What follows belongs to an exercise in optimizing a design on an open flow for small area; a production flow would make more cautious choices. In this exercise RTL edits were held to simulation tests only and were not proved equivalent to the original.

Design ALU, start of the top module:
module ALU (
    input Clk,
    input Reset,
    input [7:0] operand_A, operand_B,
    input [3:0] Sel,
    output [7:0] Out,
    output [3:0] Flag);
    reg [7:0] Result;
    reg [3:0] FlagCpy;
    wire [7:0] nResult;
    wire [3:0] nFlag;
    assign Out = Result;
    assign Flag = FlagCpy;
    wire [7:0] A = operand_A;
    wire [7:0] B = operand_B;
    wire s_add = (Sel == 4'h0);
    wire s_sub = (Sel == 4'h1);
    wire s_mul = (Sel == 4'h2);
    wire s_div = (Sel == 4'h3);
    wire s_shl = (Sel == 4'h4);
    wire s_shr = (Sel == 4'h5);
    wire s_lgc = (Sel >= 4'h6) && (Sel <= 4'hB);
    wire s_quo = s_div || s_shr;             
    wire sub = s_sub || s_quo;               
    wire b_lo = ~|B[7:3];                    
    wire [7:0] Y = s_shr ? (8'h01 << B[2:0]) : B;
    wire [7:0] Yx = Y ^ {8{sub}};            
    wire [7:0] Yn = ~Yx;
    wire [7:0] hz, qz;
    assign hz[0] = 1'b1;
    assign qz[0] = s_quo;
    genvar g, k;
    generate
        for (g = 1; g < 8; g = g + 1) begin : g_hz
            assign hz[g] = ~|B[7:8-g];
            assign qz[g] = (s_div && hz[g]) || (s_shr && B[2:0] < 8 - g);
        end
    endgenerate
    wire [7:0] xs_n = ~((s_mul || (s_shr && !b_lo)) ? 8'h00 : A);
    wire [7:0] xn0;                  
    wire [7:0] X0;                   
  ...
For scale: roughly 34 I/O pins, ~2900 sq um of cells after synthesis.
clock: 13.5 ns
lec_check: 0
abc_area: 0
cap_margin: 20
core_margin: 2
core_utilization: 45
cts_buf_list: sky130_fd_sc_hd__clkbuf_4
cts_cluster_size: 20
gpl_timing_driven: 0
slew_margin: 20
synth_hierarchical: 1
synth_minimum_keep_size: 0
standard.sh (not shown) runs the stock make flow with config.mk's settings and CLKGATE_MAP_FILE= SYNTH_SCRIPT=/design/flow/synth_recipe.tcl, a recipe that flattens the netlist after the stock synthesis.
==> flow/flow/run.sh <==
#!/bin/bash
set -euo pipefail
export POST_SYNTH_TCL="$(pwd)/flow/downsize.tcl"
export BUFFER_PORTS_ARGS="-buffer_cell sky130_fd_sc_hd__buf_1"
export RECOVER_POWER=100
SETUP_SLACK_MARGIN=0.5 bash standard.sh cts > standard_to_cts.log 2>&1
SKIP_INCREMENTAL_REPAIR=1 bash standard.sh > standard.log 2>&1
==> flow/flow/downsize.tcl <==
# POST_SYNTH hook: set every combinational cell of the synthesized netlist to
# the smallest-area drive strength of the same cell (the same name up to the
# _N drive suffix), so that ABC's drive choices, made without placement or
# real loads, do not stay in the layout. The flow's own repair_design and
# repair_timing then upsize only the cells that timing, slew or load need.
set ::ds_dont_use {}
if {[info exists ::env(DONT_USE_CELLS)]} { set ::ds_dont_use $::env(DONT_USE_CELLS) }
proc ds_dont_use {name} {
  foreach pat $::ds_dont_use { if {[string match $pat $name]} { return 1 } }
  return 0
}
set db [ord::get_db]
# smallest master for each base name: lowest area, then highest drive number
array set best {}
foreach lib [$db getLibs] {
  foreach m [$lib getMasters] {
    set n [$m getName]
    if {![regexp {^(sky130_fd_sc_hd__[a-z0-9]+(?:_[a-z0-9]+)*?)_([0-9]+)$} $n -> base drv]} { continue }
    if {[ds_dont_use $n]} { continue }
    set a [expr {[$m getWidth] * [$m getHeight]}]
    if {![info exists best($base)]} {
      set best($base) [list $a $drv $m]
    } else {
      lassign $best($base) ba bd bm
      if {$a < $ba || ($a == $ba && $drv > $bd)} { set best($base) [list $a $drv $m] }
    }
  }
}
set block [ord::get_db_block]
set swapped 0
foreach inst [$block getInsts] {
  set m [$inst getMaster]
  set n [$m getName]
  # registers keep the cell synthesis gave them
  if {[string match "sky130_fd_sc_hd__df*" $n] || [string match "sky130_fd_sc_hd__dl*" $n] || [string match "sky130_fd_sc_hd__sdf*" $n] || [string match "sky130_fd_sc_hd__edf*" $n]} { continue }
  if {![regexp {^(sky130_fd_sc_hd__[a-z0-9]+(?:_[a-z0-9]+)*?)_([0-9]+)$} $n -> base drv]} { continue }
  if {![info exists best($base)]} { continue }
  set bm [lindex $best($base) 2]
  if {[$bm getName] ne $n} {
    puts "downsize [$inst getName] $n -> [$bm getName]"
    $inst swapMaster $bm
    incr swapped
  }
}
puts "downsize: $swapped cells set to their smallest drive strength"
Rerun with:
--- a/flow/design.v
+++ b/flow/design.v
@@ -117,87 +117,75 @@
                 assign xn0[g] = xo[0];
                 if (ET) begin : g_en_t
                     ALU_en_t u_en (.s_mul(s_mul), .a(A[g]), .qzn(~qz[g]), .con(c[8-g]), .en(e));
                     assign q[g] = e;
                 end else begin : g_en_n
                     ALU_en_n u_en (.s_mul(s_mul), .a(A[g]), .qz(qz[g]), .co(c[8-g]), .en_n(e));
                     assign q[g] = ~e;
                 end
             end
         end
     endgenerate
     assign xn0[0] = ~X0[0];
-    wire [8:0] cc;
-    assign cc[0] = sub;
-    generate
-        for (k = 0; k < 8; k = k + 1) begin : g_cmp
-            wire p, q2;
-            if (k % 2 == 0) begin : g_even
-                ALU_pge u_pg (.xn(~A[k]), .yn(Yn[k]), .p(p), .g(q2));
-                ALU_ce  u_c  (.p(p), .g(q2), .c(cc[k]), .cn(cc[k+1]));
-            end else begin : g_odd
-                ALU_pgo u_pg (.x(A[k]), .y(Yx[k]), .pn(p), .gn(q2));
-                ALU_co  u_c  (.pn(p), .gn(q2), .cn(cc[k]), .c(cc[k+1]));
-            end
-        end
-    endgenerate
-    wire ge = cc[8];
-    wire lt = !ge;
     wire mul_ovf_e = |(A[7:1] & (co[7:1] | ~hz[7:1]));
     wire m0 = s_mul && A[0];         
-    wire mco = m0 && co[0];
     wire r0 = (Result == 8'h00);
     wire a0 = (A == 8'h00);
     wire b0 = (B == 8'h00);
     wire big = (B > 8);
     wire f5 = big || (B == 8 && A == 1) || (B == 7 && (A == 2 || A == 3)) ||
               (B == 6 && (A <= 7 && A >= 4)) || (B == 5 && (A <= 15 && A >= 8)) ||
               (B == 4 && (A <= 31 && A >= 16));
-    wire hold_e = (s_add && ge) || (s_sub && lt) || (s_mul && mul_ovf_e) ||
-                  (s_div && lt) || (s_shl && (!a0 || big));
+    wire nq = ~|q[7:1];
+    wire k1 = s_add || m0;                   
+    wire k0 = s_sub || (s_div && nq);        
+    wire hl;                                 
+    ALU_mux u_hl (.s(co[0]), .a1(k1), .a0(k0), .y(hl));
+    wire hold_e = (s_mul && mul_ovf_e) || (s_shl && (!a0 || big));
     wire sX = (s_add || s_sub || s_mul) && !hold_e;  
     wire sQ = s_quo && !hold_e;                      
     reg T0, T1, T3;
     always @(*)
     begin
         case (Sel)
             4'h6: {T0, T1, T3} = 3'b001;      
             4'h7: {T0, T1, T3} = 3'b011;      
             4'h8: {T0, T1, T3} = 3'b010;      
             4'h9: {T0, T1, T3} = 3'b101;      
             4'hA: {T0, T1, T3} = 3'b110;      
             4'hB: {T0, T1, T3} = 3'b100;      
             default: {T0, T1, T3} = 3'b000;
         endcase
     end
     wire [7:0] lg;
     generate
         for (k = 0; k < 8; k = k + 1) begin : g_res
             ALU_lgb u_l (.p(pr0[k]), .g(gr0[k]), .T0(T0), .T1(T1), .T3(T3), .y(lg[k]));
             ALU_res u_r (.r(Result[k]), .x(X0[k]), .q(q[k]), .l(lg[k]),
-                         .hold(hold_e), .sx(sX), .sq(sQ), .mco(mco),
+                         .hold(hold_e), .sx(sX), .sq(sQ), .hl(hl),
                          .y(nResult[k]));
         end
     endgenerate
     wire z_e = (s_mul && (a0 || b0 || (mul_ovf_e && r0))) ||
-               (s_div && lt && r0) ||
                (s_shl && (r0 || (a0 && !big))) ||
-               (s_shr && (!b_lo || lt)) ||
                (s_lgc && lg == 8'h00);
     wire f0_e = FlagCpy[0] || z_e;
+    wire f1_e = FlagCpy[1] || (s_shl && (!a0 || big));
     wire f2_e = FlagCpy[2] || (s_mul && mul_ovf_e);
-    ALU_late u_f0 (.e(f0_e), .k(m0 && r0), .co0(co[0]), .y(nFlag[0]));
-    ALU_late u_f2 (.e(f2_e), .k(m0), .co0(co[0]), .y(nFlag[2]));
-    assign nFlag[1] = FlagCpy[1] || (s_add && ge) || (s_shl && (!a0 || big));
-    assign nFlag[3] = FlagCpy[3] || (s_sub && lt) || (s_div && lt) || (s_shr && f5);
+    wire f3_e = FlagCpy[3] || (s_shr && f5);
+    ALU_late2 u_f0 (.e(f0_e), .k1(m0 && r0), .k0(nq && ((s_div && r0) || s_shr)),
+                    .co0(co[0]), .y(nFlag[0]));
+    ALU_late  u_f1 (.e(f1_e), .k(s_add), .co0(co[0]), .y(nFlag[1]));
+    ALU_late  u_f2 (.e(f2_e), .k(m0), .co0(co[0]), .y(nFlag[2]));
+    ALU_late2 u_f3 (.e(f3_e), .k1(1'b0), .k0(k0), .co0(co[0]), .y(nFlag[3]));
     always @(posedge Clk, posedge Reset)
     begin
         if(Reset) begin
             Result <= 8'h00;
             FlagCpy <= 4'b0000;
         end else begin
             Result <= nResult;
             FlagCpy <= nFlag;
         end
     end
 endmodule
 module ALU_pge (input xn, yn, output p, g);
@@ -251,18 +239,24 @@
 module ALU_selO_t (input x, y, cn, e, output xon);
     assign xon = ~(x ^ (e & ~(y ^ cn)));
 endmodule
 module ALU_selO_n (input x, y, cn, e, output xon);
     assign xon = ~(x ^ (~e & ~(y ^ cn)));
 endmodule
 module ALU_selO_r (input x, y, cn, e, output xo);
     assign xo = x ^ (e & ~(y ^ cn));
 endmodule
 module ALU_lgb (input p, g, T0, T1, T3, output y);
     assign y = g ? T3 : (p ? T1 : T0);
 endmodule
-module ALU_res (input r, x, q, l, hold, sx, sq, mco, output y);
-    assign y = mco ? r : ((hold & r) | (sx & x) | (sq & q) | l);
+module ALU_res (input r, x, q, l, hold, sx, sq, hl, output y);
+    assign y = hl ? r : ((hold & r) | (sx & x) | (sq & q) | l);
+endmodule
+module ALU_mux (input s, a1, a0, output y);
+    assign y = s ? a1 : a0;
 endmodule
 module ALU_late (input e, k, co0, output y);
     assign y = e | (k & co0);
 endmodule
+module ALU_late2 (input e, k1, k0, co0, output y);
+    assign y = e | (co0 ? k1 : k0);
+endmodule
Result: Critical path depth shrinks by 3; setup slack gains 0.0091 ns; first-iteration DRC count grows by about a fifth; die area shrinks by a few percent; sequential share of layout area grows by 0.31 points.

afterwards: timing with drivers on the ports:
No port has a modelled driver above. Below, the same layouts with a new extraction and two added sets of constraints.
Step 1 (the two cells are an assumption about what drives the block):
set clk [get_ports {Clk}]
set_driving_cell -lib_cell sky130_fd_sc_hd__clkbuf_16 $clk
set_driving_cell -lib_cell sky130_fd_sc_hd__buf_2 [delete_from_list [all_inputs] $clk]
Step 2 times the ports against the registers' clock, not the clock port: input delays grow and output delays shrink by t, the midpoint of the rising clock arrivals with the driver on.
Three values: no drivers, after step 1, after step 2; two values: the first two.
run | shift t [ns] | slack for setup (ns) | worst setup path after step 2 | worst slew at a driven data input, ns
the first run | 0.282 | 0.399 / 0.398 / 0.116 | input to register | 0.03
the second run | 0.299 | 0.408 / 0.409 / 0.110 | input to register | 0.04
After both steps setup and hold are still met in every run listed. For the second run, which loses most, drivers alone change the setup slack by +0.001 ns; drivers and shift together by -0.298 ns.
